From an optimization exercise on the open Yosys and OpenROAD flow, aimed at small area; shortcuts taken in it are not production practice. RTL that was checked went through simulation tests only; none was proved equivalent to the original. No functional check of the RTL was part of run 1. Power is estimated from default activity; no workload was simulated.

--- flow/config.mk ---
export PLATFORM = sky130hd
export DESIGN_NAME = dynamic_display_top
export DESIGN_NICKNAME = dynamic_display_top
export VERILOG_FILES = /design/flow/design.v
export SDC_FILE = /design/flow/constraint.sdc
export NUM_CORES = 4
export LEC_CHECK = 0
export CAP_MARGIN = 20
export CORE_MARGIN = 2
export CORE_UTILIZATION = 40
export SLEW_MARGIN = 20
--- flow/constraint.sdc ---
create_clock -name core_clock -period 10.0 [get_ports {sys_clk}]
set_input_delay 2.0000 -clock core_clock [delete_from_list [all_inputs] [get_ports {sys_clk}]]
set_output_delay 2.0000 -clock core_clock [all_outputs]
set_load 0.01 [all_outputs]
--- flow/design.v ---
module dynamic_display_top(
	input wire sys_clk,
	input wire sys_rst_n,
	input wire stop,
	output wire stcp,
	output wire shcp,
	output reg  ds,
	output wire oe
);
assign oe = ~sys_rst_n;
reg       stop_deb, run_n;
reg [3:0] deb_cnt;
reg [3:0] pre;
wire deb_hit = (stop != stop_deb) && (deb_cnt == 4'd15);
always @(posedge sys_clk or negedge sys_rst_n)
	if (!sys_rst_n) begin
		stop_deb <= 1'b1;
		deb_cnt  <= 4'd0;
	end else begin
		if (stop != stop_deb)
			deb_cnt <= deb_cnt + 1'b1;
		else
			deb_cnt <= 4'd0;
		if (deb_hit)
			stop_deb <= stop;
	end
always @(posedge sys_clk or negedge sys_rst_n)
	if (!sys_rst_n)
		run_n <= 1'b1;
	else if (deb_hit && stop_deb)
		run_n <= ~run_n;
always @(posedge sys_clk or negedge sys_rst_n)
	if (!sys_rst_n)
		pre <= 4'd1;
	else if (run_n)
		pre <= pre + 1'b1;
wire cnt_flag = (pre == 4'd14);
reg [3:0] d0, d1, d2, d3, d4, d5;
wire c0 = cnt_flag;
wire c1 = c0 & (d0 == 4'd9);
wire c2 = c1 & (d1 == 4'd9);
wire c3 = c2 & (d2 == 4'd9);
wire c4 = c3 & (d3 == 4'd9);
wire c5 = c4 & (d4 == 4'd9);
always @(posedge sys_clk or negedge sys_rst_n)
	if (!sys_rst_n) begin
		d0 <= 4'd0; d1 <= 4'd0; d2 <= 4'd0;
		d3 <= 4'd0; d4 <= 4'd0; d5 <= 4'd0;
	end else begin
		if (c0) d0 <= (d0 == 4'd9) ? 4'd0 : d0 + 1'b1;
		if (c1) d1 <= (d1 == 4'd9) ? 4'd0 : d1 + 1'b1;
		if (c2) d2 <= (d2 == 4'd9) ? 4'd0 : d2 + 1'b1;
		if (c3) d3 <= (d3 == 4'd9) ? 4'd0 : d3 + 1'b1;
		if (c4) d4 <= (d4 == 4'd9) ? 4'd0 : d4 + 1'b1;
		if (c5) d5 <= (d5 == 4'd9) ? 4'd0 : d5 + 1'b1;
	end
reg [5:0] ph;
reg [2:0] idx;
reg [2:0] c7;
reg [3:0] cvt;
wire step4 = (ph[1:0] == 2'd3);
wire step64 = (ph == 6'd63);
always @(posedge sys_clk or negedge sys_rst_n)
	if (!sys_rst_n) begin
		ph   <= 6'd63;
		idx  <= 3'd6;
		c7   <= 3'd0;
		cvt  <= 4'd10;
	end else begin
		ph <= ph + 1'b1;
		if (step64)
			idx <= (idx == 3'd5) ? 3'd0 : idx + 1'b1;
		if (ph[2:0] == 3'd3)
			c7 <= (c7 == 3'd6) ? 3'd0 : c7 + 1'b1;
		if (step4)
			cvt <= (cvt == 4'd10) ? 4'd0 : cvt + 1'b1;
	end
wire started = (idx != 3'd6);
wire snap   = (cvt == 4'd10) && (ph[1:0] == 2'd2);
wire near   = (ph[5:4] == 2'd0);      
wire [2:0] nidx = idx + 3'd1 + {2'd0, ph[5]};
reg  [2:0] sidx;
always @*
	case (nidx)
		3'd7: sidx = 3'd1;
		3'd6: sidx = 3'd0;
		default: sidx = nidx;
	endcase
reg [3:0] sdig;
always @*
	case (sidx)
		3'd0: sdig = d0;
		3'd1: sdig = d1;
		3'd2: sdig = d2;
		3'd3: sdig = (d3 != 4'd0 || d4 != 4'd0 || d5 != 4'd0) ? d3 : 4'd11;
		3'd4: sdig = (d4 != 4'd0 || d5 != 4'd0) ? d4 : 4'd11;
		default: sdig = (d5 != 4'd0) ? d5 : 4'd11;
	endcase
reg [3:0] qa, qb, disp;
always @(posedge sys_clk)
	if (snap && !near)
		qa <= sdig;
always @(posedge sys_clk or negedge sys_rst_n)
	if (!sys_rst_n)
		qb <= 4'd0;
	else if (snap && near)
		qb <= sdig;
	else if (step64 && started)
		qb <= qa;
always @(posedge sys_clk or negedge sys_rst_n)
	if (!sys_rst_n)
		disp <= 4'd0;
	else if (step64)
		disp <= qb;
reg [7:0] seg;
always @*
	case (disp)
		4'd0 : seg = {1'b1,7'b100_0000};
		4'd1 : seg = {1'b1,7'b111_1001};
		4'd2 : seg = {1'b1,7'b010_0100};
		4'd3 : seg = {1'b1,7'b011_0000};
		4'd4 : seg = {1'b1,7'b001_1001};
		4'd5 : seg = {1'b1,7'b001_0010};
		4'd6 : seg = {1'b1,7'b000_0010};
		4'd7 : seg = {1'b1,7'b111_1000};
		4'd8 : seg = {1'b1,7'b000_0000};
		4'd9 : seg = {1'b1,7'b001_0000};
		default: seg = 8'b1111_1111;
	endcase
wire [2:0] bsel = {c7[1:0], ~ph[2]};
reg ds_n;
always @*
	if (c7 < 3'd3)
		ds_n = (idx == bsel);
	else if (c7 == 3'd3 && ph[2])
		ds_n = (idx != 3'd2);
	else
		case ({c7, ~ph[2]})
			4'd7:  ds_n = seg[6];
			4'd8:  ds_n = seg[5];
			4'd9:  ds_n = seg[4];
			4'd10: ds_n = seg[3];
			4'd11: ds_n = seg[2];
			4'd12: ds_n = seg[1];
			default: ds_n = seg[0];
		endcase
always @(posedge sys_clk or negedge sys_rst_n)
	if (!sys_rst_n)
		ds <= 1'b0;
	else if (step4)
		ds <= ds_n;
assign shcp = started & ph[1];
assign stcp = started & step4 & (c7 == 3'd0) & ph[2];
endmodule
--- flow/flow/run.sh ---
#!/bin/bash
# Layout flow: the standard flow (standard.sh), with two changes:
#  - synthesis maps with an area-oriented ABC script (flow/abc.script)
#    instead of ORFS's delay-oriented one, and without mapping adders to
#    half/full-adder cells first; everything else in synthesis,
#    including the registers it makes, is unchanged;
#  - clock tree synthesis without dummy loads and with small buffers.
# Each step's full output goes to its own log file in this folder.
set -euo pipefail
here=$(pwd)
rm -rf scripts_abc
cp -r "$FLOW_HOME/scripts" scripts_abc
cp flow/abc.script scripts_abc/abc_speed.script
cp flow/abc.script scripts_abc/abc_area.script
SCRIPTS_DIR="$here/scripts_abc" bash standard.sh ADDER_MAP_FILE= synth > synth.log 2>&1
CTS="-sink_clustering_enable -repair_clock_nets -dont_use_dummy_load"
if [[ -f flow/cts_args ]]; then CTS=$(cat flow/cts_args); fi
bash standard.sh "CTS_ARGS=$CTS" finish > layout.log 2>&1
--- flow/flow/abc.script ---
strash
&get -n
&deepsyn -T 60
&put
dch -f
amap
topo
--- flow/flow/cts_args ---
-sink_clustering_enable -repair_clock_nets -dont_use_dummy_load -sink_clustering_size 100 -sink_clustering_max_diameter 1000 -buf_list sky130_fd_sc_hd__clkbuf_4 sky130_fd_sc_hd__clkbuf_8
--- flow/standard.sh ---
#!/bin/bash
# synth_recipe.tcl (not shown) runs the flow's synth.tcl, then flattens the netlist and writes it again
# the make line also repeats each setting of config.mk as NAME=value (left out here)
make -C /OpenROAD-flow-scripts/flow DESIGN_CONFIG=/design/flow/config.mk WORK_HOME=/design/flow/orfs CLKGATE_MAP_FILE= SYNTH_SCRIPT=/design/flow/synth_recipe.tcl "${@:-finish}"
==> results.json, run 1 <==
{
  "run_status": "aborted with a tool error",
  "haltStage": "4_1_cts",
  "error_line": "[ERROR STA-0564] clock_tree_synthesis positional arguments not supported.",
  "yosysTopAreaCell": "dfrtp_1",
  "io_buffer_count": 6,
  "synth_edf_count": 4,
  "seq_area_frac_synth_pct": 55.01,
  "placed_cell_area_sq_um": 3118,
  "yosys_warnings": 1,
  "start_util_pct": 40.85,
  "gp_congestion": 0.8267,
  "dp_hpwl_microns": 4140,
  "yosysTopAreaCellShare_pct": 39.27,
  "synthCells": 337,
  "synth_area_sq_um": 2932,
  "num_rows": 31,
  "die_h_microns": 89.61,
  "async_reset_ff_share_pct": 93.65,
  "synth_flop_cell": "dfrtp_1",
  "ys_seq_elements": 63,
  "synth_top_cells_by_area": "dfrtp_1 (39%), dfstp_2 (12%), nor2_1 (9.5%), clkinv_1 (7.0%), a21oi_1 (4.3%)",
  "syn_nets": 340,
  "syn_area_per_cell_sq_um": 8.699,
  "place_ws_ps": 4614,
  "synth_cell_types": 36,
  "fp.dieW_microns": 89.61,
  "io_pins": 7
}
## kinds of logic after synthesis
family | count (synthesis) | share of synthesized area (%)
buf+inv | 55 | 7.042
flops | 63 | 55.02
compound gates | 83 | 18.61
simple gates | 136 | 19.33
## synth_stat cells, drive strengths merged (2+ instances only)
cell type	instances
nor2	74
or2	3
a31oi	3
dfrtp	46
a22oi	4
nand2	28
a211oi	6
and3	4
nand3	5
o32ai	2
o21ai	10
a41oi	2
edfxtp	4
clkinv	55
o22ai	10
a2111oi	2
dfstp	13
nor3	18
a21oi	25
o21a	7
## power groups by stage
stage               sequential (mW)  clock (mW)  combinational, mW
floorplan                     0.269           0            0.00487
global placement              0.269           0             0.0115
detailed placement            0.269           0             0.0118
## per-stage QoR
step	hold WS, ps	cells	total power, mW	utilization [%]
3_5_place_dp	439.8	443	0.2810	43.45
3_3_place_gp	432.5	443	0.2806	43.45
2_1_floorplan	425.0	337	0.2735	-
## worst max-delay path by stage
stage	start	to	depth (start not counted)	slack, ps
detailed placement	sys_rst_n	oe	4	4610
global placement	sys_rst_n	oe	4	4610
floorplan	sys_rst_n	oe	1	5920
==> run 2, diff against run 1 <==
--- a/flow/design.v
+++ b/flow/design.v
@@ -39,7 +39,13 @@
 wire c0 = cnt_flag;
-wire c1 = c0 & (d0 == 4'd9);
-wire c2 = c1 & (d1 == 4'd9);
-wire c3 = c2 & (d2 == 4'd9);
-wire c4 = c3 & (d3 == 4'd9);
-wire c5 = c4 & (d4 == 4'd9);
+wire c1 = c0 & d0[0] & d0[3];
+wire c2 = c1 & d1[0] & d1[3];
+wire c3 = c2 & d2[0] & d2[3];
+wire c4 = c3 & d3[0] & d3[3];
+wire c5 = c4 & d4[0] & d4[3];
+function [3:0] binc(input [3:0] q, input c);
+	binc = {q[3] ^ (c & q[0] & (q[3] | (q[1] & q[2]))),
+	        q[2] ^ (c & q[0] & q[1]),
+	        q[1] ^ (c & q[0] & ~q[3]),
+	        q[0] ^ c};
+endfunction
 always @(posedge sys_clk or negedge sys_rst_n)
@@ -49,8 +55,8 @@
 	end else begin
-		if (c0) d0 <= (d0 == 4'd9) ? 4'd0 : d0 + 1'b1;
-		if (c1) d1 <= (d1 == 4'd9) ? 4'd0 : d1 + 1'b1;
-		if (c2) d2 <= (d2 == 4'd9) ? 4'd0 : d2 + 1'b1;
-		if (c3) d3 <= (d3 == 4'd9) ? 4'd0 : d3 + 1'b1;
-		if (c4) d4 <= (d4 == 4'd9) ? 4'd0 : d4 + 1'b1;
-		if (c5) d5 <= (d5 == 4'd9) ? 4'd0 : d5 + 1'b1;
+		d0 <= binc(d0, c0);
+		d1 <= binc(d1, c1);
+		d2 <= binc(d2, c2);
+		d3 <= binc(d3, c3);
+		d4 <= binc(d4, c4);
+		d5 <= binc(d5, c5);
 	end
==> flow/flow/cts_args (replaced) <==
-sink_clustering_enable -repair_clock_nets -dont_use_dummy_load -buf_list sky130_fd_sc_hd__clkbuf_4 -root_buf sky130_fd_sc_hd__clkbuf_8
==> run 2 against run 1 <==
Now clean on timing, DRC and antenna. Synthesized cell count shrank 1.2%. Synthesized area shrank 1.7%.
==> results.json, run 2 <==
{
  "fp.dieW_microns": 88.86,
  "synth_top_cells_by_area": "dfrtp_1 (40%), dfstp_2 (12%), nor2_1 (12%), clkinv_1 (6.0%), a21oi_1 (4.3%)",
  "dr_total_vias": 2203,
  "period_share_pct": 53.28,
  "drv_cap": 0,
  "htree_levels": 3,
  "cp_slowest_stage_delay_ps": 560,
  "numCtsBuffers": 9,
  "rsz0062_at_grt": "false",
  "clock_path_buffers": 2,
  "cp_data_required_time_ps": 8000,
  "p_leak_nw": 1.327,
  "cpMaxStageDelayCell": "buf_4",
  "final_area_sq_um": 3187,
  "run_status": "complete, no violations",
  "num_rows": 30,
  "ys_seq_elements": 63,
  "num-nets-final": 354,
  "grt_use_total_pct": 16.35,
  "power_density_nw_per_um2": 153.3,
  "final_core_util_pct": 46.39,
  "syn_nets": 336,
  "hold_class": "register to register",
  "grt_max_degree": 61,
  "synth_flop_cell": "dfrtp_1",
  "drt_iter0_markers": 171,
  "die_h_microns": 88.86,
  "cts_tree": "built",
  "holdBufCountCts": 0,
  "cp.arrival_ps": 3330,
  "post_cts_buffers": 0,
  "io_buffer_count": 6,
  "relSlewSlack_pct": 49.72,
  "tns_ps": 0,
  "dp_hpwl_microns": 3935,
  "tightest_slew_ps": 754.2,
  "regMostFlops": "ph",
  "synthCells": 333,
  "final_common_cell": "nor2_1",
  "layout-drive-gt1-share_pct": 6.877,
  "slew_violations": 0,
  "n_antenna_cell": 0,
  "async_reset_ff_share_pct": 93.65,
  "hold_viol": 0,
  "yosysTopAreaCellShare_pct": 39.97,
  "routed_via_density": 4.951,
  "skew_ps": 17.66,
  "route.detailed.drc": 0,
  "ctsRootBufferMaster": "clkbuf_8",
  "fp.coreArea_sq_um": 6869,
  "fillCellCount": 663,
  "wl_microns": 5488,
  "drt.antenna.violating_nets": 0,
  "cp_max_fo": 60,
  "syn_area_per_cell_sq_um": 8.649,
  "seq_area_frac_synth_pct": 55.99,
  "yosysTopAreaCell": "dfrtp_1",
  "die-area_sq_um": 7895,
  "avgRoutedWirePerCell_microns": 12.33,
  "grt_pass1_wl_microns": 9722,
  "first_pass_iters": 4,
  "grt_pass1_vias": 2130,
  "vdd_drop_max_mv": 0.08348,
  "critPathLaunchType": "input pin",
  "start_util_pct": 41.93,
  "io_pins": 7,
  "largest_reg_flops": 6,
  "synth_most_common_cell": "nor2_1",
  "cts_sinks": 63,
  "gp_congestion": 0.7800,
  "overflow": 0,
  "fmax_mhz": 187.7,
  "placed_cell_area_sq_um": 3063,
  "layout_min_cycle_time_ps": 5328,
  "synth_cell_types": 30,
  "area_delta_synth_final_pct": 10.64,
  "worst_setup_path_end_kind": "primary output",
  "clock_insertion_delay_worst_skew_ps": 350,
  "antenna_found_initial": 0,
  "synth_area_sq_um": 2880,
  "clk_pin_slew_ps": 60,
  "path_cells": "buf_2 -> buf_4 -> clkinv_1 -> clkdlybuf4s50_1",
  "final_cell_mix": "nor2_1 (89), clkinv_1 (46), dfrtp_1 (46)",
  "synth_commonest_cells": "nor2_1 (89), clkinv_1 (46), dfrtp_1 (46)",
  "setup_viol": 0,
  "crit_type": "input pin to primary output",
  "yosys_warnings": 1,
  "synth_edf_count": 4,
  "cts_resized": 0
}
[run 2: cell types whose count changed after synthesis, sizes merged, moves of 3 or more]
cell | before | now
nor3 | 18 | 22
nand3 | 5 | 13
a211oi | 6 | 2
or2 | 3 | 0
nand2 | 28 | 21
clkinv | 55 | 46
nor2 | 74 | 89
[run 2: cell families (layout without fill, tap and decap cells)]
family                 after synthesis  in the layout  share of synthesized area, %
AO/OA/AOI/OAI                       71             71                         15.86
buffers and inverters               46             62                         5.995
flip-flops                          63             63                         55.99
AND/OR/NAND/NOR                    153            153                         22.16
[run 2: path summary, 6_finish.rpt]
| check | from | endpoint | slack, ps | cells after the start |
|---|---|---|---|---|
| min in group asynchronous | sys_rst_n | qb[3]$_DFFE_PN0P_ | 1790 | 2 |
| max in group asynchronous | sys_rst_n | d5[0]$_DFF_PN0_ | 7670 | 2 |
| worst min-delay path | ph[0]$_DFF_PN1_ | ph[0]$_DFF_PN1_ | 460 | 1 |
| worst max-delay path | sys_rst_n | oe | 4670 | 4 |
| worst max register to register | pre[1]$_DFFE_PN0P_ | d5[1]$_DFF_PN0_ | 7150 | 13 |
| worst min register to register | ph[0]$_DFF_PN1_ | ph[0]$_DFF_PN1_ | 460 | 1 |
[run 2: cell type report]
cell class / count / area (sq um) / share of cell area, %
repair buffers: 7 / 62.56 / 1.963
multi-input cells: 224 / 1095 / 34.35
inverters: 46 / 172.7 / 5.418
flip-flops and latches: 63 / 1613 / 50.61
well taps: 96 / 120.1 / 3.769
clock buffers: 9 / 123.9 / 3.887
[run 2: power by group]
| group | internal (mW) | leakage [nW] | total, mW | switching, mW |
|---|---|---|---|---|
| Sequential | 0.276 | 0.776 | 0.290 | 0.0141 |
| Clock | 0.0799 | 0.0647 | 0.164 | 0.0842 |
| Combinational | 0.0140 | 0.486 | 0.0345 | 0.0205 |
[run 2: metal layers]
metal  part of all wire, %  vias to the layer above  wire (microns)  GRT usage (%)
met1                    51                      989            2796          22.25
met3                   3.6                        7             195          5.877
met4                   1.5                        0              82          5.372
met2                    44                       30            2414          24.36
li1                      -                     1177               -              -
met5                     0                        -               0              0
[run 2: through the flow]
| step | hold slack, ps | total power [mW] | cells | setup slack, ps |
|---|---|---|---|---|
| 2_1_floorplan | 433.3 | 0.3159 | 333 | 5922 |
| 3_3_place_gp | 444.7 | 0.3284 | 436 | 4597 |
| 3_5_place_dp | 452.8 | 0.3303 | 436 | 4604 |
| 4_1_cts | 465.9 | 0.4959 | 445 | 4601 |
| 5_1_grt | 480.6 | 0.5179 | 445 | 4469 |
| 6_report | 462.8 | 0.4886 | 445 | 4672 |
[run 2: worst max-delay path, delay by kind of cell]
kind	cells	cell delay [ps]
buf+inv	4	1280
==> run 3, diff against run 2 <==
==> flow/flow/cts_args (replaced) <==
-sink_clustering_enable -repair_clock_nets -dont_use_dummy_load -buf_list sky130_fd_sc_hd__clkbuf_4
==> run 3 against run 2 <==
Still clean on timing, DRC and antenna. Sequential share of layout area up 0.91 points. Sequential power about the same. Global-route usage down 0.31 points. Synthesized area unchanged. Fmax about the same. Clock-buffer cell count unchanged. Wire length down 1.3%. Total power down 9.6%. First-iteration DRC count down 4.7%. Hold slack better by 6.0 ps. Combinational power about the same. Critical path type unchanged. Largest cell class unchanged.
==> results.json, run 3 <==
{
  "final_common_cell": "nor2_1",
  "tns_ps": 0,
  "cts_tree": "built",
  "drt_iter0_markers": 163,
  "tightest_slew_ps": 752.4,
  "hold_class": "register to register",
  "synthMuxAreaShare_pct": 0,
  "post_cts_buffers": 0,
  "final_area_sq_um": 3131,
  "drt.antenna.violating_nets": 0,
  "slew_violations": 0,
  "final_cell_mix": "nor2_1 (89), clkinv_1 (46), dfrtp_1 (46)",
  "start_util_pct": 41.93,
  "num-nets-final": 354,
  "route.detailed.drc": 0,
  "critPathLaunchType": "input pin",
  "synthSimpleGateAreaFrac_pct": 22.15,
  "synth_most_common_cell": "nor2_1",
  "wl_microns": 5418,
  "cp_slowest_stage_delay_ps": 560,
  "first_pass_iters": 4,
  "power_density_nw_per_um2": 141.0,
  "hold_viol": 0,
  "cts_sinks": 63,
  "holdBufCountCts": 0,
  "die-area_sq_um": 7895,
  "power.total_uw": 441.5,
  "crit_type": "input pin to primary output",
  "worst_setup_path_end_kind": "primary output",
  "drv_cap": 0,
  "grt_pass1_vias": 2145,
  "syn_area_per_cell_sq_um": 8.649,
  "setup_viol": 0,
  "syn_nets": 336,
  "synth-xor-area-share_pct": 0,
  "vdd_drop_max_mv": 0.08468,
  "rsz0062_at_grt": "false",
  "seq_area_frac_synth_pct": 55.99,
  "synth_flop_cell": "dfrtp_1",
  "placed_cell_area_sq_um": 3063,
  "io_pins": 7,
  "synth_commonest_cells": "nor2_1 (89), clkinv_1 (46), dfrtp_1 (46)",
  "die_h_microns": 88.86,
  "async_reset_ff_share_pct": 93.65,
  "ys_seq_elements": 63,
  "path_cells": "buf_2 -> buf_4 -> clkinv_1 -> clkdlybuf4s50_1",
  "n_antenna_cell": 0,
  "synth_top_family_by_area": "simple AND/OR/NAND/NOR gates",
  "path_delay_family": "buffers and inverters",
  "grt_use_total_pct": 16.04,
  "gp_congestion": 0.7800,
  "run_status": "complete, no violations",
  "layout-drive-gt1-share_pct": 6.877,
  "yosys_warnings": 1,
  "cp.arrival_ps": 3330,
  "largest_reg_flops": 6,
  "cpMaxStageDelayCell": "buf_4",
  "htree_levels": 3,
  "dp_hpwl_microns": 3935,
  "synth_edf_count": 4,
  "area_delta_synth_final_pct": 8.688,
  "overflow": 0,
  "clock_insertion_delay_worst_skew_ps": 400,
  "cp_data_required_time_ps": 8000,
  "yosysTopAreaCellShare_pct": 39.97,
  "numCtsBuffers": 9,
  "cp_max_fo": 60,
  "fp.dieW_microns": 88.86,
  "period_share_pct": 53.27,
  "synth_cell_types": 30,
  "cts_resized": 0,
  "synth-compound-area-share_pct": 15.86,
  "avgRoutedWirePerCell_microns": 12.18,
  "synth_area_sq_um": 2880,
  "clock_path_buffers": 2,
  "fp.coreArea_sq_um": 6869,
  "ctsRootBufferMaster": "clkbuf_4",
  "fmax_mhz": 187.7,
  "num_rows": 30,
  "routed_via_density": 5.000,
  "synth_top_cells_by_area": "dfrtp_1 (40%), dfstp_2 (12%), nor2_1 (12%), clkinv_1 (6.0%), a21oi_1 (4.3%)",
  "layout_min_cycle_time_ps": 5327,
  "clk_pin_slew_ps": 80,
  "antenna_found_initial": 0,
  "crit_buf_inv": 4,
  "regMostFlops": "ph",
  "relSlewSlack_pct": 49.84,
  "p_leak_nw": 1.304,
  "dr_total_vias": 2225,
  "yosysTopAreaCell": "dfrtp_1",
  "synth_fa_ha_area_share_pct": 0,
  "grt_max_degree": 61,
  "grt_pass1_wl_microns": 9653,
  "synthCells": 333,
  "io_buffer_count": 6,
  "skew_ps": 29.94
}
run 3: cell type report:
cell class | instances | area (sq um)
fill | 667 | 3739
sequential | 63 | 1613
multi-input combinational | 224 | 1095
inverter | 46 | 172.7
tap | 96 | 120.1
clock buffer | 9 | 67.56
timing repair buffer | 7 | 62.56
run 3: logic make-up (layout without fill, tap and decap cells):
group / after synthesis / in the layout
AO/OA/AOI/OAI: 71 / 71
buffers and inverters: 46 / 62
flip-flops: 63 / 63
AND/OR/NAND/NOR: 153 / 153
run 3: final timing paths:
path / startpoint / end / slack (ps) / depth (start not counted)
setup / recovery: sys_rst_n / oe / 4670 / 4
hold / removal: ph[0]$_DFF_PN1_ / ph[0]$_DFF_PN1_ / 470 / 1
setup reg to reg: pre[1]$_DFFE_PN0P_ / d5[1]$_DFF_PN0_ / 7130 / 13
hold reg to reg: ph[0]$_DFF_PN1_ / ph[0]$_DFF_PN1_ / 470 / 1
max in group asynchronous: sys_rst_n / qb[0]$_DFFE_PN0P_ / 7720 / 2
min in group asynchronous: sys_rst_n / qb[3]$_DFFE_PN0P_ / 1740 / 2
run 3: layer usage:
layer / up-vias / global-route usage, % / routed length [microns]
met2: 38 / 23.81 / 2408
met1: 999 / 22.31 / 2761
met3: 7 / 3.638 / 188
met4: 0 / 7.438 / 60
met5: - / 0 / 0
li1: 1181 / - / -
run 3: report_power, final:
group | leakage, nW | internal, mW | switching, mW
combinational | 0.486 | 0.0140 | 0.0204
clock | 0.0414 | 0.0418 | 0.0759
sequential | 0.776 | 0.275 | 0.0140
run 3: through the flow:
| step | util, % | instances | hold slack [ps] | worst slack (ps) |
|---|---|---|---|---|
| finish | 45.57 | 445 | 468.8 | 4673 |
| global route | 45.57 | 445 | 488.0 | 4469 |
| CTS | 45.57 | 445 | 471.4 | 4601 |
| detailed placement | 44.59 | 436 | 452.8 | 4604 |
| global placement | 44.59 | 436 | 444.7 | 4597 |
| floorplan | - | 333 | 433.3 | 5922 |
run 3: worst register-to-register path: cells and delay by family, from the launching register on:
kind | cells | cell delay (ps)
compound gates | 1 | 120
flops | 1 | 330
buf+inv | 2 | 200
simple gates | 10 | 2110
==> run 4, diff against run 3 <==
--- a/flow/flow/run.sh
+++ b/flow/flow/run.sh
@@ -17,2 +17,2 @@
 if [[ -f flow/cts_args ]]; then CTS=$(cat flow/cts_args); fi
-bash standard.sh "CTS_ARGS=$CTS" finish > layout.log 2>&1
+bash standard.sh "CTS_ARGS=$CTS" "BUFFER_PORTS_ARGS=-buffer_cell sky130_fd_sc_hd__buf_1" finish > layout.log 2>&1
==> run 4 against run 3 <==
Sequential cell count unchanged. Clock-buffer cell count unchanged. Core utilization down 0.46 points. Worst setup slack improved by 350 ps.
==> results.json, run 4 <==
{
  "cts_resized": 0,
  "grt_use_total_pct": 16.10,
  "largest_reg_flops": 6,
  "path_cells": "clkbuf_2 -> buf_4 -> clkinv_1 -> buf_1",
  "hold_viol": 0,
  "crit_buf_inv": 4,
  "cp_slowest_stage_delay_ps": 590,
  "grt_pass1_vias": 2122,
  "yosysTopAreaCellShare_pct": 39.97,
  "reg2reg_depth": 13,
  "route.detailed.drc": 0,
  "clock_insertion_delay_worst_skew_ps": 400,
  "post_cts_buffers": 0,
  "grt_max_degree": 61,
  "crit_type": "input pin to primary output",
  "dp_hpwl_microns": 3973,
  "antenna_found_initial": 0,
  "synth_top_cells_by_area": "dfrtp_1 (40%), dfstp_2 (12%), nor2_1 (12%), clkinv_1 (6.0%), a21oi_1 (4.3%)",
  "layout_min_cycle_time_ps": 4976,
  "num_rows": 30,
  "seq_area_frac_synth_pct": 55.99,
  "syn_nets": 336,
  "synth_flop_cell": "dfrtp_1",
  "grt_pass1_wl_microns": 9673,
  "overflow": 0,
  "holdBufCountCts": 0,
  "async_reset_ff_share_pct": 93.65,
  "synth_commonest_cells": "nor2_1 (89), clkinv_1 (46), dfrtp_1 (46)",
  "yosys_warnings": 1,
  "final_core_util_pct": 45.12,
  "synth_area_sq_um": 2880,
  "slew_violations": 0,
  "fmax_mhz": 201.0,
  "final_area_sq_um": 3099,
  "place_ws_ps": 4949,
  "cts_tree": "built",
  "p_leak_nw": 1.292,
  "cpMaxStageDelayCell": "buf_4",
  "min_to": "ph[0]$_DFF_PN1_",
  "r2r-end": "d5[1]$_DFF_PN0_",
  "setup_viol": 0,
  "drt.antenna.violating_nets": 0,
  "start_util_pct": 41.93,
  "die_h_microns": 88.86,
  "fp.dieW_microns": 88.86,
  "drv_cap": 0,
  "die-area_sq_um": 7895,
  "fin_cells": 445,
  "placed_cell_area_sq_um": 3032,
  "synth_most_common_cell": "nor2_1",
  "critPathLaunchType": "input pin",
  "ys_seq_elements": 63,
  "final_common_cell": "nor2_1",
  "avgRoutedWirePerCell_microns": 12.18,
  "ctsRootBufferMaster": "clkbuf_4",
  "syn_area_per_cell_sq_um": 8.649,
  "cp_max_fo": 60,
  "n_antenna_cell": 0,
  "vdd_drop_max_mv": 0.08696,
  "synth_cell_types": 30,
  "reg2reg_from": "pre[1]$_DFFE_PN0P_",
  "htree_levels": 3,
  "tns_ps": 0,
  "wl_microns": 5418,
  "drt_iter0_markers": 104,
  "routed_via_density": 4.975,
  "yosysTopAreaCell": "dfrtp_1",
  "final_cell_mix": "nor2_1 (89), clkinv_1 (46), dfrtp_1 (46)",
  "hold-worst-slack_ps": 462.5,
  "io_buffer_count": 6,
  "dr_total_vias": 2214,
  "r2r_slack_ps": 7130,
  "hold_path_depth": 1,
  "hold_start": "ph[0]$_DFF_PN1_",
  "clk_pin_slew_ps": 70,
  "dp.cells": 436,
  "fp.coreArea_sq_um": 6869,
  "run_status": "complete, no violations",
  "path_delay_family": "buffers and inverters",
  "gp_congestion": 0.8033,
  "cp_data_required_time_ps": 8000,
  "rsz0062_at_grt": "false",
  "layout-drive-gt1-share_pct": 6.877,
  "cp.arrival_ps": 2980,
  "area_delta_synth_final_pct": 7.602,
  "synth_edf_count": 4,
  "hold_class": "register to register",
  "tightest_slew_ps": 742.9,
  "clock_path_buffers": 2,
  "regMostFlops": "ph",
  "cts_sinks": 63,
  "num-nets-final": 354,
  "synthCells": 333,
  "first_pass_iters": 4,
  "skew_ps": 38.21,
  "io_pins": 7,
  "period_share_pct": 49.76,
  "relSlewSlack_pct": 50.47,
  "worst_setup_path_end_kind": "primary output",
  "numCtsBuffers": 9,
  "power_density_nw_per_um2": 143.0,
  "fin_ws_ps": 5024,
  "power.total_uw": 443.1
}
-- run 4: changes by cell type in the layout (fill, tap and decap cells not counted) --
cell             before  now
clkbuf_2              0    1
buf_1                 0    5
clkdlybuf4s50_1       5    0
buf_2                 1    0
-- run 4: worst register-to-register path, stage by stage, from the launching register on --
cell,delay (ps)
dfrtp_1,340
clkinv_1,80
nor3_1,330
nand2_1,150
nor2_1,280
nand3_1,180
clkinv_1,120
and3_1,240
nand2_1,120
nor2_1,260
nand3_1,200
nor3_1,260
nand2_1,100
o21a_1,110
-- run 4: layout make-up --
| class | instances | area (sq um) |
|---|---|---|
| Multi-Input combinational cell | 224 | 1095 |
| Tap cell | 96 | 120.1 |
| Timing Repair Buffer | 7 | 31.28 |
| Sequential cell | 63 | 1613 |
| Fill cell | 723 | 3770 |
| Clock buffer | 9 | 67.56 |
| Inverter | 46 | 172.7 |
-- run 4: cell families after synthesis --
logic type / Yosys count / share of synthesized area, %
AND/OR/NAND/NOR: 153 / 22.16
flip-flops: 63 / 55.99
buffers and inverters: 46 / 5.995
AO/OA/AOI/OAI: 71 / 15.86
-- run 4: routing by layer --
layer / track usage, % / vias up / part of all wire [%]
met5: 0 / - / 0
li1: - / 1173 / -
met1: 22.16 / 1012 / 50
met4: 7.025 / 0 / 1.9
met2: 24.15 / 19 / 45
met3: 3.918 / 10 / 2.3
-- run 4: where the power goes --
group | switching [mW] | total [mW] | internal (mW) | leakage [nW]
Combinational | 0.0199 | 0.0334 | 0.0135 | 0.474
Sequential | 0.0143 | 0.290 | 0.275 | 0.776
Clock | 0.0782 | 0.120 | 0.0418 | 0.0414
-- run 4: worst max-delay path by stage --
stage          endpoint  slack, ps       from  cells past startpoint
6_report             oe       5020  sys_rst_n                      4
5_1_grt              oe       4840  sys_rst_n                      4
4_1_cts              oe       4950  sys_rst_n                      4
3_5_place_dp         oe       4950  sys_rst_n                      4
3_3_place_gp         oe       4950  sys_rst_n                      4
2_1_floorplan        oe       5920  sys_rst_n                      1
==> run 5, diff against run 4 <==
--- a/flow/design.v
+++ b/flow/design.v
@@ -77,10 +77,10 @@
 		if (step64)
-			idx <= (idx == 3'd5) ? 3'd0 : idx + 1'b1;
+			idx <= (idx[2] & idx[0]) ? 3'd0 : idx + 1'b1;    
 		if (ph[2:0] == 3'd3)
-			c7 <= (c7 == 3'd6) ? 3'd0 : c7 + 1'b1;
+			c7 <= (c7[2] & c7[1]) ? 3'd0 : c7 + 1'b1;
 		if (step4)
-			cvt <= (cvt == 4'd10) ? 4'd0 : cvt + 1'b1;
+			cvt <= (cvt[3] & cvt[1]) ? 4'd0 : cvt + 1'b1;
 	end
 wire started = (idx != 3'd6);
-wire snap   = (cvt == 4'd10) && (ph[1:0] == 2'd2);
+wire snap   = cvt[3] & cvt[1] & ph[1] & ~ph[0];
 wire near   = (ph[5:4] == 2'd0);      
@@ -100,5 +100,5 @@
 		3'd2: sdig = d2;
-		3'd3: sdig = (d3 != 4'd0 || d4 != 4'd0 || d5 != 4'd0) ? d3 : 4'd11;
-		3'd4: sdig = (d4 != 4'd0 || d5 != 4'd0) ? d4 : 4'd11;
-		default: sdig = (d5 != 4'd0) ? d5 : 4'd11;
+		3'd3: sdig = (d3 != 4'd0 || d4 != 4'd0 || d5 != 4'd0) ? d3 : 4'd10;
+		3'd4: sdig = (d4 != 4'd0 || d5 != 4'd0) ? d4 : 4'd10;
+		default: sdig = (d5 != 4'd0) ? d5 : 4'd10;
 	endcase
==> run 5 against run 4 <==
Register-to-register slack worse by 180 ps. Via count up 0.54%. Clock power is essentially flat. Fmax about the same. Global-route usage rose by 0.063 points. Still clean on timing, DRC and antenna. Highest routed layer unchanged. Critical path type unchanged. Design area fell by 0.48%.
==> results.json, run 5 <==
{
  "critPathLaunchType": "input pin",
  "io_pins": 7,
  "path_delay_family": "buffers and inverters",
  "cts_resized": 0,
  "synth_area_sq_um": 2865,
  "clock_insertion_delay_worst_skew_ps": 400,
  "die_h_microns": 88.64,
  "layout_min_cycle_time_ps": 4972,
  "regMostFlops": "ph",
  "start_util_pct": 41.71,
  "placed_cell_area_sq_um": 3017,
  "cts_tree": "built",
  "yosysTopAreaCell": "dfrtp_1",
  "antenna_found_initial": 0,
  "rsz0062_at_grt": "false",
  "fp.dieW_microns": 88.64,
  "period_share_pct": 49.72,
  "fillCellCount": 674,
  "power_density_nw_per_um2": 128.0,
  "layout-drive-gt1-share_pct": 7.038,
  "min_to": "pre[3]$_DFFE_PN0P_",
  "overflow": 0,
  "hold_path_depth": 1,
  "yosys_warnings": 1,
  "largest_reg_flops": 6,
  "tightest_slew_ps": 745.0,
  "worst_setup_path_end_kind": "primary output",
  "final_common_cell": "nor2_1",
  "dp_hpwl_microns": 3878,
  "num-nets-final": 346,
  "skew_ps": 20.92,
  "place_ws_ps": 4964,
  "avgRoutedWirePerCell_microns": 12.14,
  "crit_buf_inv": 4,
  "r2r-end": "qb[1]$_DFFE_PN0P_",
  "synth_top_cells_by_area": "dfrtp_1 (40%), nor2_1 (12%), dfstp_2 (12%), clkinv_1 (5.4%), a21oi_1 (4.7%)",
  "cp_max_fo": 60,
  "yosysTopAreaCellShare_pct": 40.17,
  "dp.cells": 428,
  "area_delta_synth_final_pct": 7.642,
  "reg2reg_depth": 11,
  "fmax_mhz": 201.1,
  "routed_via_density": 5.094,
  "synth_most_common_cell": "nor2_1",
  "r2r_slack_ps": 6950,
  "ys_seq_elements": 63,
  "final_area_sq_um": 3084,
  "grt_pass1_vias": 2149,
  "cpMaxStageDelayCell": "buf_4",
  "fin_cells": 437,
  "crit_type": "input pin to primary output",
  "dr_total_vias": 2226,
  "slew_violations": 0,
  "vdd_drop_max_mv": 0.06209,
  "cp_data_required_time_ps": 8000,
  "clk_pin_slew_ps": 100,
  "final_cell_mix": "nor2_1 (93), dfrtp_1 (46), clkinv_1 (41)",
  "cp.arrival_ps": 2970,
  "path_cells": "clkbuf_2 -> buf_4 -> clkinv_1 -> buf_1",
  "synth_flop_cell": "dfrtp_1",
  "fin_ws_ps": 5028,
  "die-area_sq_um": 7856,
  "holdBufCountCts": 0,
  "run_status": "complete, no violations",
  "hold_class": "register to register",
  "grt_use_total_pct": 16.16,
  "grt_max_degree": 61,
  "synth_commonest_cells": "nor2_1 (93), dfrtp_1 (46), clkinv_1 (41)",
  "wl_microns": 5304,
  "setup_viol": 0,
  "htree_levels": 3,
  "first_pass_iters": 4,
  "hold-worst-slack_ps": 472.5,
  "hold_start": "pre[3]$_DFFE_PN0P_",
  "hold_viol": 0,
  "synth_cell_types": 32,
  "drt.antenna.violating_nets": 0,
  "ctsRootBufferMaster": "clkbuf_4",
  "syn_area_per_cell_sq_um": 8.816,
  "grt_pass1_wl_microns": 9570,
  "relSlewSlack_pct": 50.33,
  "clock_path_buffers": 2,
  "cts_sinks": 63,
  "route.detailed.drc": 0,
  "tns_ps": 0,
  "n_antenna_cell": 0,
  "reg2reg_from": "ph[0]$_DFF_PN1_",
  "async_reset_ff_share_pct": 93.65,
  "num_rows": 30,
  "numCtsBuffers": 9,
  "cp_slowest_stage_delay_ps": 560,
  "fp.coreArea_sq_um": 6869,
  "syn_nets": 328,
  "p_leak_nw": 1.305,
  "drt_iter0_markers": 94,
  "post_cts_buffers": 0,
  "io_buffer_count": 6,
  "seq_area_frac_synth_pct": 56.29,
  "drv_cap": 0,
  "gp_congestion": 0.8239,
  "synthCells": 325,
  "synth_edf_count": 4
}
run 5: stage by stage:
stage,utilization [%],power (mW)
final,44.90,0.3947
after global routing,44.90,0.4143
after CTS,44.90,0.4011
after detailed placement,43.92,0.2805
after global placement,43.92,0.2802
after floorplan,-,0.2735
run 5: cells by family (layout without fill, tap and decap cells):
logic type / count (synthesis) / count (layout) / synth area share, %
simple gates: 148 / 148 / 21.62
compound gates: 73 / 73 / 16.73
flops: 63 / 63 / 56.29
buf+inv: 41 / 57 / 5.371
run 5: power breakdown:
group	leakage (nW)	switching [mW]	internal [mW]	total [mW]
combinational	0.477	0.00766	0.00306	0.0107
clock	0.0414	0.0779	0.0417	0.120
sequential	0.787	0.00250	0.262	0.264
total	1.31	0.0880	0.307	0.395
run 5: worst max path at each step:
stage	startpoint	slack, ps	depth (start not counted)	end
final	sys_rst_n	5030	4	oe
after global routing	sys_rst_n	4880	4	oe
after CTS	sys_rst_n	4970	4	oe
after detailed placement	sys_rst_n	4960	4	oe
after global placement	sys_rst_n	4960	4	oe
after floorplan	sys_rst_n	5920	1	oe
run 5: worst register-to-register path, stage by stage (launching register included):
cell      delay (ps)
dfstp_2          540
clkinv_1         110
nor2_1           410
and3_1           280
nand2_1          100
nor2_1           350
clkinv_1         270
nor2_1           270
clkinv_1         140
nand2_1          140
nor2_1            60
a221o_1          250
run 5: area by class of cell:
cell class              instances  area [sq um]  area share (%)
inverters                      41         153.9           4.990
well taps                      96         120.1           3.895
repair buffers                  7         31.28           1.014
flip-flops and latches         63          1613           52.29
clock buffers                   9         67.56           2.191
multi-input cells             221          1099           35.62
run 5: routing by layer:
layer,vias up,share of wire (%),track usage (%)
li1,1158,-,-
met1,1028,50,21.67
met2,30,44,23.95
met3,10,3.8,4.478
met4,0,2.3,8.402
met5,-,0,0
==> run 6, diff against run 5 <==
--- a/flow/design.v
+++ b/flow/design.v
@@ -10,9 +10,11 @@
 assign oe = ~sys_rst_n;
-reg       stop_deb, run_n;
+reg       stop_deb_n, stopped_n;
 reg [3:0] deb_cnt;
-reg [3:0] pre;
-wire deb_hit = (stop != stop_deb) && (deb_cnt == 4'd15);
+reg [3:0] pre_m1;                     
+wire      stop_deb = ~stop_deb_n;
+wire      run_n = ~stopped_n;
+wire deb_hit = (stop != stop_deb) && (deb_cnt == 4'b1000);    
 always @(posedge sys_clk or negedge sys_rst_n)
 	if (!sys_rst_n) begin
-		stop_deb <= 1'b1;
+		stop_deb_n <= 1'b0;
 		deb_cnt  <= 4'd0;
@@ -20,3 +22,3 @@
 		if (stop != stop_deb)
-			deb_cnt <= deb_cnt + 1'b1;
+			deb_cnt <= {deb_cnt[2:0], deb_cnt[3] ^ deb_cnt[2] ^ (deb_cnt[2:0] == 3'd0)};
 		else
@@ -24,3 +26,3 @@
 		if (deb_hit)
-			stop_deb <= stop;
+			stop_deb_n <= ~stop;
 	end
@@ -28,11 +30,11 @@
 	if (!sys_rst_n)
-		run_n <= 1'b1;
+		stopped_n <= 1'b0;
 	else if (deb_hit && stop_deb)
-		run_n <= ~run_n;
+		stopped_n <= ~stopped_n;
 always @(posedge sys_clk or negedge sys_rst_n)
 	if (!sys_rst_n)
-		pre <= 4'd1;
+		pre_m1 <= 4'd0;
 	else if (run_n)
-		pre <= pre + 1'b1;
-wire cnt_flag = (pre == 4'd14);
+		pre_m1 <= pre_m1 + 1'b1;
+wire cnt_flag = (pre_m1 == 4'd13);
 reg [3:0] d0, d1, d2, d3, d4, d5;
@@ -62,6 +64,9 @@
 	end
-reg [5:0] ph;
-reg [2:0] idx;
+reg [5:0] ph_n;                       
+wire [5:0] ph = ~ph_n;
+reg [2:0] idx_x;                      
+wire [2:0] idx = idx_x ^ 3'b110;
 reg [2:0] c7;
-reg [3:0] cvt;
+reg [3:0] cvt_x;                      
+wire [3:0] cvt = cvt_x ^ 4'b1010;
 wire step4 = (ph[1:0] == 2'd3);
@@ -70,10 +75,10 @@
 	if (!sys_rst_n) begin
-		ph   <= 6'd63;
-		idx  <= 3'd6;
+		ph_n <= 6'd0;
+		idx_x <= 3'd0;
 		c7   <= 3'd0;
-		cvt  <= 4'd10;
+		cvt_x <= 4'd0;
 	end else begin
-		ph <= ph + 1'b1;
+		ph_n <= ph_n - 1'b1;
 		if (step64)
-			idx <= (idx[2] & idx[0]) ? 3'd0 : idx + 1'b1;    
+			idx_x <= ((idx[2] & idx[0]) ? 3'd0 : idx + 1'b1) ^ 3'b110;    
 		if (ph[2:0] == 3'd3)
@@ -81,3 +86,3 @@
 		if (step4)
-			cvt <= (cvt[3] & cvt[1]) ? 4'd0 : cvt + 1'b1;
+			cvt_x <= ((cvt[3] & cvt[1]) ? 4'd0 : cvt + 1'b1) ^ 4'b1010;
 	end
--- a/flow/flow/run.sh
+++ b/flow/flow/run.sh
@@ -1,3 +1,3 @@
 #!/bin/bash
-# Layout flow: the standard flow (standard.sh), with two changes:
+# Layout flow: the standard flow (standard.sh), with three changes:
 #  - synthesis maps with an area-oriented ABC script (flow/abc.script)
@@ -6,3 +6,5 @@
 #    including the registers it makes, is unchanged;
-#  - clock tree synthesis without dummy loads and with small buffers.
+#  - clock tree synthesis without dummy loads and with small buffers
+#    (flow/cts_args);
+#  - ports are buffered with the smallest buffer (buf_1).
 # Each step's full output goes to its own log file in this folder.
==> run 6 against run 5 <==
Sequential power grew 13%. First-iteration DRC count grew 96%. Hold slack gained 4.8 ps. Synthesized cell count grew 1.2%. Largest cell class unchanged. Highest routed layer unchanged. Synthesized area is essentially flat. Via count grew 0.45%. Fmax shrank 0.50%. Core utilization is essentially flat.
==> results.json, run 6 <==
{
  "overflow": 0,
  "r2r-end": "d5[2]$_DFF_PN0_",
  "synth_commonest_cells": "nor2_1 (72), dfrtp_1 (59), clkinv_1 (44)",
  "async_reset_ff_share_pct": 93.65,
  "seq_area_frac_synth_pct": 55.77,
  "ctsRootBufferMaster": "clkbuf_4",
  "die-area_sq_um": 7850,
  "largest_reg_flops": 6,
  "cp.arrival_ps": 3000,
  "crit_type": "input pin to primary output",
  "place_ws_ps": 4945,
  "period_share_pct": 49.97,
  "synth_cell_types": 29,
  "reg2reg_depth": 14,
  "clk_pin_slew_ps": 90,
  "cp_max_fo": 60,
  "clock_insertion_delay_worst_skew_ps": 400,
  "run_status": "complete, no violations",
  "first_pass_iters": 5,
  "hold_viol": 0,
  "worst_setup_path_end_kind": "primary output",
  "drt.antenna.violating_nets": 0,
  "area_delta_synth_final_pct": 7.649,
  "cp_data_required_time_ps": 8000,
  "ys_seq_elements": 63,
  "drt_iter0_markers": 184,
  "fp.dieW_microns": 88.60,
  "tightest_slew_ps": 765.7,
  "layout_min_cycle_time_ps": 4997,
  "final_core_util_pct": 44.86,
  "numCtsBuffers": 9,
  "path_cells": "clkbuf_2 -> buf_4 -> clkinv_1 -> buf_1",
  "start_util_pct": 41.68,
  "io_buffer_count": 6,
  "avgRoutedWirePerCell_microns": 12.06,
  "yosys_warnings": 1,
  "skew_ps": 19.12,
  "setup_viol": 0,
  "syn_nets": 332,
  "fin_ws_ps": 5003,
  "final_common_cell": "nor2_1",
  "dp_hpwl_microns": 3907,
  "cts_tree": "built",
  "fin_cells": 441,
  "fmax_mhz": 200.1,
  "relSlewSlack_pct": 48.95,
  "tns_ps": 0,
  "num-nets-final": 350,
  "route.detailed.drc": 0,
  "hold_class": "register to register",
  "cts_sinks": 63,
  "power.total_uw": 474.1,
  "r2r_slack_ps": 7080,
  "synthCells": 329,
  "wl_microns": 5320,
  "n_antenna_cell": 0,
  "htree_levels": 3,
  "antenna_found_initial": 0,
  "critical_path.endpoint": "oe",
  "vdd_drop_max_mv": 0.08481,
  "synth_flop_cell": "dfrtp_1",
  "grt_pass1_vias": 2038,
  "dp.cells": 432,
  "drv_cap": 0,
  "die_h_microns": 88.60,
  "dr_total_vias": 2236,
  "critPathLaunchType": "input pin",
  "post_cts_buffers": 0,
  "regMostFlops": "ph_n",
  "gp_congestion": 0.8637,
  "layout-drive-gt1-share_pct": 3.188,
  "yosysTopAreaCellShare_pct": 51.57,
  "clock_path_buffers": 2,
  "num_rows": 30,
  "reg2reg_from": "pre_m1[2]$_DFFE_PN0N_",
  "fillCellCount": 690,
  "routed_via_density": 5.070,
  "p_leak_nw": 1.309,
  "fp.coreArea_sq_um": 6869,
  "syn_area_per_cell_sq_um": 8.701,
  "yosysTopAreaCell": "dfrtp_1",
  "power_density_nw_per_um2": 153.8,
  "grt_pass1_wl_microns": 9252,
  "synth_most_common_cell": "nor2_1",
  "critPathLaunch": "sys_rst_n",
  "synth_top_cells_by_area": "dfrtp_1 (52%), nor2_1 (9.4%), clkinv_1 (5.8%), a21oi_1 (4.2%), edfxtp_1 (4.2%)",
  "holdBufCountCts": 0,
  "io_pins": 7,
  "synth_area_sq_um": 2863,
  "cts_resized": 0,
  "final_cell_mix": "nor2_1 (72), dfrtp_1 (59), clkinv_1 (44)",
  "grt_use_total_pct": 15.47,
  "cpMaxStageDelayCell": "buf_4",
  "slew_violations": 0,
  "cp_slowest_stage_delay_ps": 590,
  "rsz0062_at_grt": "false",
  "synth_edf_count": 4,
  "grt_max_degree": 61
}
-- run 6: changes by cell type after synthesis, moves of 3 or more --
cell      change
o21ai_0      +11
clkinv_1      +3
a21oi_1       -3
a21o_1        +3
dfrtp_1      +13
dfstp_2      -13
nand2_1      +13
nor2_1       -21
nand3_1       +3
-- run 6: how the worst min path moves through the flow --
stage                                       end  slack (ps)  cells after the start                   from
after detailed placement  pre_m1[3]$_DFFE_PN0N_         470                      1  pre_m1[3]$_DFFE_PN0N_
after floorplan           pre_m1[3]$_DFFE_PN0N_         440                      1  pre_m1[3]$_DFFE_PN0N_
after global routing      pre_m1[3]$_DFFE_PN0N_         490                      1  pre_m1[3]$_DFFE_PN0N_
final                     pre_m1[3]$_DFFE_PN0N_         480                      1  pre_m1[3]$_DFFE_PN0N_
after CTS                 pre_m1[3]$_DFFE_PN0N_         480                      1  pre_m1[3]$_DFFE_PN0N_
after global placement        qb[0]$_DFFE_PN0P_         460                      2        qa[0]$_DFFE_PP_
-- run 6: power breakdown --
part / total, mW / leakage, nW / internal (mW) / switching [mW]
Sequential: 0.298 / 0.778 / 0.283 / 0.0153
Clock: 0.118 / 0.0414 / 0.0417 / 0.0764
Combinational: 0.0581 / 0.490 / 0.0234 / 0.0347
-- run 6: logic make-up (layout without fill, tap and decap cells) --
group	Yosys count	in the layout	synth area share, %
AOI/OAI and AO/OA	80	80	17.57
buffers and inverters	44	60	5.769
DFF	63	63	55.77
and+or+nand+nor	142	142	20.89
-- run 6: critical path: cells and delay by family --
family | cells | cell delay, ps
buf+inv | 4 | 960
-- run 6: through the flow --
step           area [sq um]  hold slack [ps]
6_report               3082            477.3
5_1_grt                3082            490.2
4_1_cts                3082            481.0
3_5_place_dp           3014            465.8
3_3_place_gp           3014            459.0
2_1_floorplan          2863            439.9
-- run 6: cell type report --
type / instances / area, sq um / area share (%)
Clock buffer: 9 / 67.56 / 2.192
Timing Repair Buffer: 7 / 31.28 / 1.015
Tap cell: 96 / 120.1 / 3.898
Inverter: 44 / 165.2 / 5.359
Multi-Input combinational cell: 222 / 1101 / 35.73
Sequential cell: 63 / 1597 / 51.81
-- run 6: routing by layer --
metal / vias up / global-route usage, % / wire length (microns)
li1: 1166 / - / -
met1: 1028 / 20.31 / 2565
met2: 36 / 23.44 / 2456
met3: 6 / 6.063 / 225
met4: 0 / 5.372 / 73
met5: - / 0 / 0
==> run 7, diff against run 6 <==
--- a/flow/design.v
+++ b/flow/design.v
@@ -92,19 +92,7 @@
 wire [2:0] nidx = idx + 3'd1 + {2'd0, ph[5]};
-reg  [2:0] sidx;
-always @*
-	case (nidx)
-		3'd7: sidx = 3'd1;
-		3'd6: sidx = 3'd0;
-		default: sidx = nidx;
-	endcase
-reg [3:0] sdig;
-always @*
-	case (sidx)
-		3'd0: sdig = d0;
-		3'd1: sdig = d1;
-		3'd2: sdig = d2;
-		3'd3: sdig = (d3 != 4'd0 || d4 != 4'd0 || d5 != 4'd0) ? d3 : 4'd10;
-		3'd4: sdig = (d4 != 4'd0 || d5 != 4'd0) ? d4 : 4'd10;
-		default: sdig = (d5 != 4'd0) ? d5 : 4'd10;
-	endcase
+wire [3:0] b3 = (d3 != 4'd0 || d4 != 4'd0 || d5 != 4'd0) ? d3 : 4'd10;
+wire [3:0] b4 = (d4 != 4'd0 || d5 != 4'd0) ? d4 : 4'd10;
+wire [3:0] b5 = (d5 != 4'd0) ? d5 : 4'd10;
+wire [31:0] dv = {d1, d0, b5, b4, b3, d2, d1, d0};
+wire [3:0] sdig = dv[nidx*4 +: 4];
 reg [3:0] qa, qb, disp;
@@ -125,34 +113,16 @@
 		disp <= qb;
-reg [7:0] seg;
-always @*
-	case (disp)
-		4'd0 : seg = {1'b1,7'b100_0000};
-		4'd1 : seg = {1'b1,7'b111_1001};
-		4'd2 : seg = {1'b1,7'b010_0100};
-		4'd3 : seg = {1'b1,7'b011_0000};
-		4'd4 : seg = {1'b1,7'b001_1001};
-		4'd5 : seg = {1'b1,7'b001_0010};
-		4'd6 : seg = {1'b1,7'b000_0010};
-		4'd7 : seg = {1'b1,7'b111_1000};
-		4'd8 : seg = {1'b1,7'b000_0000};
-		4'd9 : seg = {1'b1,7'b001_0000};
-		default: seg = 8'b1111_1111;
-	endcase
-wire [2:0] bsel = {c7[1:0], ~ph[2]};
-reg ds_n;
-always @*
-	if (c7 < 3'd3)
-		ds_n = (idx == bsel);
-	else if (c7 == 3'd3 && ph[2])
-		ds_n = (idx != 3'd2);
-	else
-		case ({c7, ~ph[2]})
-			4'd7:  ds_n = seg[6];
-			4'd8:  ds_n = seg[5];
-			4'd9:  ds_n = seg[4];
-			4'd10: ds_n = seg[3];
-			4'd11: ds_n = seg[2];
-			4'd12: ds_n = seg[1];
-			default: ds_n = seg[0];
-		endcase
+wire [6:0] seg;
+assign seg[0] = (~disp[3] & ~disp[2] & ~disp[1] & disp[0]) | (disp[3] & disp[1]) | (disp[2] & ~disp[1] & ~disp[0]);
+assign seg[1] = (disp[3] & disp[1]) | (disp[2] & ~disp[1] & disp[0]) | (disp[2] & disp[1] & ~disp[0]);
+assign seg[2] = (~disp[2] & disp[1] & ~disp[0]);
+assign seg[3] = (~disp[3] & ~disp[2] & ~disp[1] & disp[0]) | (disp[3] & disp[1]) | (disp[2] & ~disp[1] & ~disp[0]) | (disp[2] & disp[1] & disp[0]);
+assign seg[4] = (disp[3] & disp[1]) | (disp[2] & ~disp[1]) | (disp[0]);
+assign seg[5] = (~disp[3] & ~disp[2] & disp[0]) | (~disp[2] & disp[1]) | (disp[1] & disp[0]);
+assign seg[6] = (~disp[3] & ~disp[2] & ~disp[1]) | (disp[3] & disp[1]) | (disp[2] & disp[1] & disp[0]);
+wire [15:0] frame = {seg[0], seg[0],
+                     seg[0], seg[1], seg[2], seg[3], seg[4], seg[5], seg[6],
+                     idx != 3'd2,
+                     idx == 3'd5, idx == 3'd4, idx == 3'd3,
+                     idx == 3'd2, idx == 3'd1, idx == 3'd0};
+wire ds_n = frame[{c7, ~ph[2]}];
 always @(posedge sys_clk or negedge sys_rst_n)
==> run 7 against run 6 <==
Still clean. Design area is 0.93% lower. Wire length is 0.41% lower. Non-clock buffer count stayed put. Largest cell class unchanged. Sequential share of layout area is 0.49 points higher. Worst setup slack better by 42 ps. Sequential power is 2% higher. Die area is 0.97% lower.
==> results.json, run 7 <==
{
  "run_status": "complete, no violations",
  "setup_viol": 0,
  "num-nets-final": 337,
  "largest_reg_flops": 6,
  "cpMaxStageDelayCell": "buf_4",
  "avgRoutedWirePerCell_microns": 12.38,
  "cp_data_required_time_ps": 8000,
  "final_cell_mix": "nor2_1 (67), dfrtp_1 (59), clkinv_1 (41)",
  "antenna_found_initial": 0,
  "clk_pin_slew_ps": 100,
  "post_cts_buffers": 0,
  "hold_class": "register to register",
  "fp.coreArea_sq_um": 6832,
  "synth_area_sq_um": 2834,
  "critPathLaunchType": "input pin",
  "fp.dieW_microns": 88.17,
  "drt_iter0_markers": 104,
  "cts_resized": 0,
  "num_rows": 30,
  "htree_levels": 3,
  "holdBufCountCts": 0,
  "reg2reg_from": "pre_m1[2]$_DFFE_PN0N_",
  "vdd_drop_max_mv": 0.1174,
  "seq_area_frac_synth_pct": 56.34,
  "path_cells": "clkbuf_2 -> buf_4 -> clkinv_1 -> buf_1",
  "relSlewSlack_pct": 49.63,
  "cts_tree": "built",
  "final_core_util_pct": 44.69,
  "dp_hpwl_microns": 3891,
  "io_pins": 7,
  "critPathLaunch": "sys_rst_n",
  "rsz0062_at_grt": "false",
  "p_leak_nw": 1.297,
  "final_common_cell": "nor2_1",
  "synthCells": 316,
  "numCtsBuffers": 9,
  "synth_cell_types": 35,
  "grt_pass1_vias": 2032,
  "cp.arrival_ps": 2950,
  "die-area_sq_um": 7774,
  "start_util_pct": 41.48,
  "r2r-end": "d5[3]$_DFF_PN0_",
  "grt_pass1_wl_microns": 9218,
  "ys_seq_elements": 63,
  "clock_insertion_delay_worst_skew_ps": 400,
  "dr_total_vias": 2187,
  "yosysTopAreaCell": "dfrtp_1",
  "overflow": 0,
  "skew_ps": 18.47,
  "n_antenna_cell": 0,
  "synth_top_cells_by_area": "dfrtp_1 (52%), nor2_1 (8.9%), clkinv_1 (5.4%), edfxtp_1 (4.2%), a21oi_1 (3.9%)",
  "clock_path_buffers": 2,
  "cts_sinks": 63,
  "yosys_warnings": 1,
  "layout_min_cycle_time_ps": 4955,
  "synth_commonest_cells": "nor2_1 (67), dfrtp_1 (59), clkinv_1 (41)",
  "layout-drive-gt1-share_pct": 3.313,
  "synth_flop_cell": "dfrtp_1",
  "route.detailed.drc": 0,
  "fmax_mhz": 201.8,
  "regMostFlops": "ph_n",
  "crit_type": "input pin to primary output",
  "cp_slowest_stage_delay_ps": 560,
  "synth_edf_count": 4,
  "routed_via_density": 5.110,
  "drv_cap": 0,
  "slew_violations": 0,
  "period_share_pct": 49.55,
  "syn_area_per_cell_sq_um": 8.968,
  "synth_most_common_cell": "nor2_1",
  "die_h_microns": 88.17,
  "tns_ps": 0,
  "io_buffer_count": 6,
  "gp_congestion": 0.7858,
  "yosysTopAreaCellShare_pct": 52.10,
  "power_density_nw_per_um2": 158.7,
  "async_reset_ff_share_pct": 93.65,
  "critical_path.endpoint": "oe",
  "reg2reg_depth": 12,
  "r2r_slack_ps": 7090,
  "drt.antenna.violating_nets": 0,
  "syn_nets": 319,
  "grt_max_degree": 61,
  "wl_microns": 5298,
  "first_pass_iters": 4,
  "area_delta_synth_final_pct": 7.726,
  "ctsRootBufferMaster": "clkbuf_4",
  "grt_use_total_pct": 15.82,
  "cp_max_fo": 60,
  "hold_viol": 0,
  "power.total_uw": 484.5,
  "tightest_slew_ps": 755.6,
  "worst_setup_path_end_kind": "primary output"
}
run 7: cell types whose count changed after synthesis, moves of 3 or more:
cell / before / now
nor2_1: 72 / 67
nor3_1: 17 / 12
nand2_1: 29 / 26
clkinv_1: 44 / 41
run 7: report_power, final:
group	leakage [nW]	total [mW]	internal (mW)	switching [mW]
Combinational	0.479	0.0606	0.0257	0.0349
Sequential	0.776	0.303	0.283	0.0209
Clock	0.0414	0.120	0.0418	0.0786
run 7: worst min-delay path by stage:
stage	start	to	slack, ps	depth (start not counted)
2_1_floorplan	pre_m1[3]$_DFFE_PN0N_	pre_m1[3]$_DFFE_PN0N_	440	1
3_3_place_gp	ph_n[3]$_DFF_PN0_	ph_n[3]$_DFF_PN0_	460	1
3_5_place_dp	qa[2]$_DFFE_PP_	qb[2]$_DFFE_PN0P_	470	2
4_1_cts	qa[2]$_DFFE_PP_	qb[2]$_DFFE_PN0P_	480	2
5_1_grt	cvt_x[2]$_DFFE_PN0N_	cvt_x[2]$_DFFE_PN0N_	520	1
6_report	qa[2]$_DFFE_PP_	qb[2]$_DFFE_PN0P_	480	2
run 7: cell families (layout without fill, tap and decap cells):
| logic type | Yosys count | after routing | synth area share (%) |
|---|---|---|---|
| AND/OR/NAND/NOR | 132 | 132 | 19.96 |
| XOR/XNOR | 1 | 1 | 0.3091 |
| flip-flops | 63 | 63 | 56.34 |
| AO/OA/AOI/OAI | 79 | 79 | 17.97 |
| buffers and inverters | 41 | 57 | 5.431 |
run 7: per-layer routing:
layer  share of wire, %  up-vias  global-route usage [%]
met2                 46       29                   25.36
met3                3.6        6                   6.221
li1                   -     1130                       -
met1                 49     1022                   19.93
met4                1.4        0                   4.683
met5                  0        -                       0
run 7: layout make-up:
class                           count  area [sq um]
Tap cell                           96         120.1
Sequential cell                    63          1597
Inverter                           41         153.9
Clock buffer                        9         67.56
Multi-Input combinational cell    212          1084
Fill cell                         701          3779
Timing Repair Buffer                7         31.28
run 7: worst max-delay path: cells and delay by family:
family	cells	cell delay, ps
buffers and inverters	4	920
run 7: through the flow:
step                cells  area, sq um  setup slack [ps]  hold slack, ps
finish                428         3053              5045           476.2
global route          428         3053              4802           520.0
detailed placement    419         2985              4967           469.5
global placement      419         2985              4955           462.2
floorplan             316         2834              5922           439.9
CTS                   428         3053              4966           479.1

==> static timing again, ports no longer ideal <==
Ports are ideal in the flow. The routed layouts listed here were re-timed in OpenROAD. Step 1 sets driving cells, clkbuf_16 on the clock port and buf_2 on the other inputs (assumed; they add their load-dependent delay and slew). Step 2 moves the port delays by t, midway between the first and last clock arrival at a register: inputs arrive t later, outputs are due t later. That takes back most of the time a late clock gives input paths. Slacks: ideal / step 1 / step 2; pairs: ideal / step 1.
run | t (ns) | setup slack, ns | hold slack, ns | worst setup path after step 2
run 2 | 0.365 | 4.672 / 4.651 / 4.651 | 0.463 / 0.463 / 0.463 | input to output
run 3 | 0.412 | 4.673 / 4.651 / 4.651 | 0.469 / 0.469 / 0.469 | input to output
run 4 | 0.412 | 5.024 / 5.000 / 5.000 | 0.463 / 0.463 / 0.463 | input to output
run 5 | 0.419 | 5.028 / 5.003 / 5.003 | 0.472 / 0.472 / 0.472 | input to output
run 6 | 0.415 | 5.003 / 4.980 / 4.980 | 0.477 / 0.477 / 0.477 | input to output
run 7 | 0.419 | 5.045 / 5.020 / 5.020 | 0.476 / 0.476 / 0.476 | input to output
After both steps setup and hold are still met in every run listed.
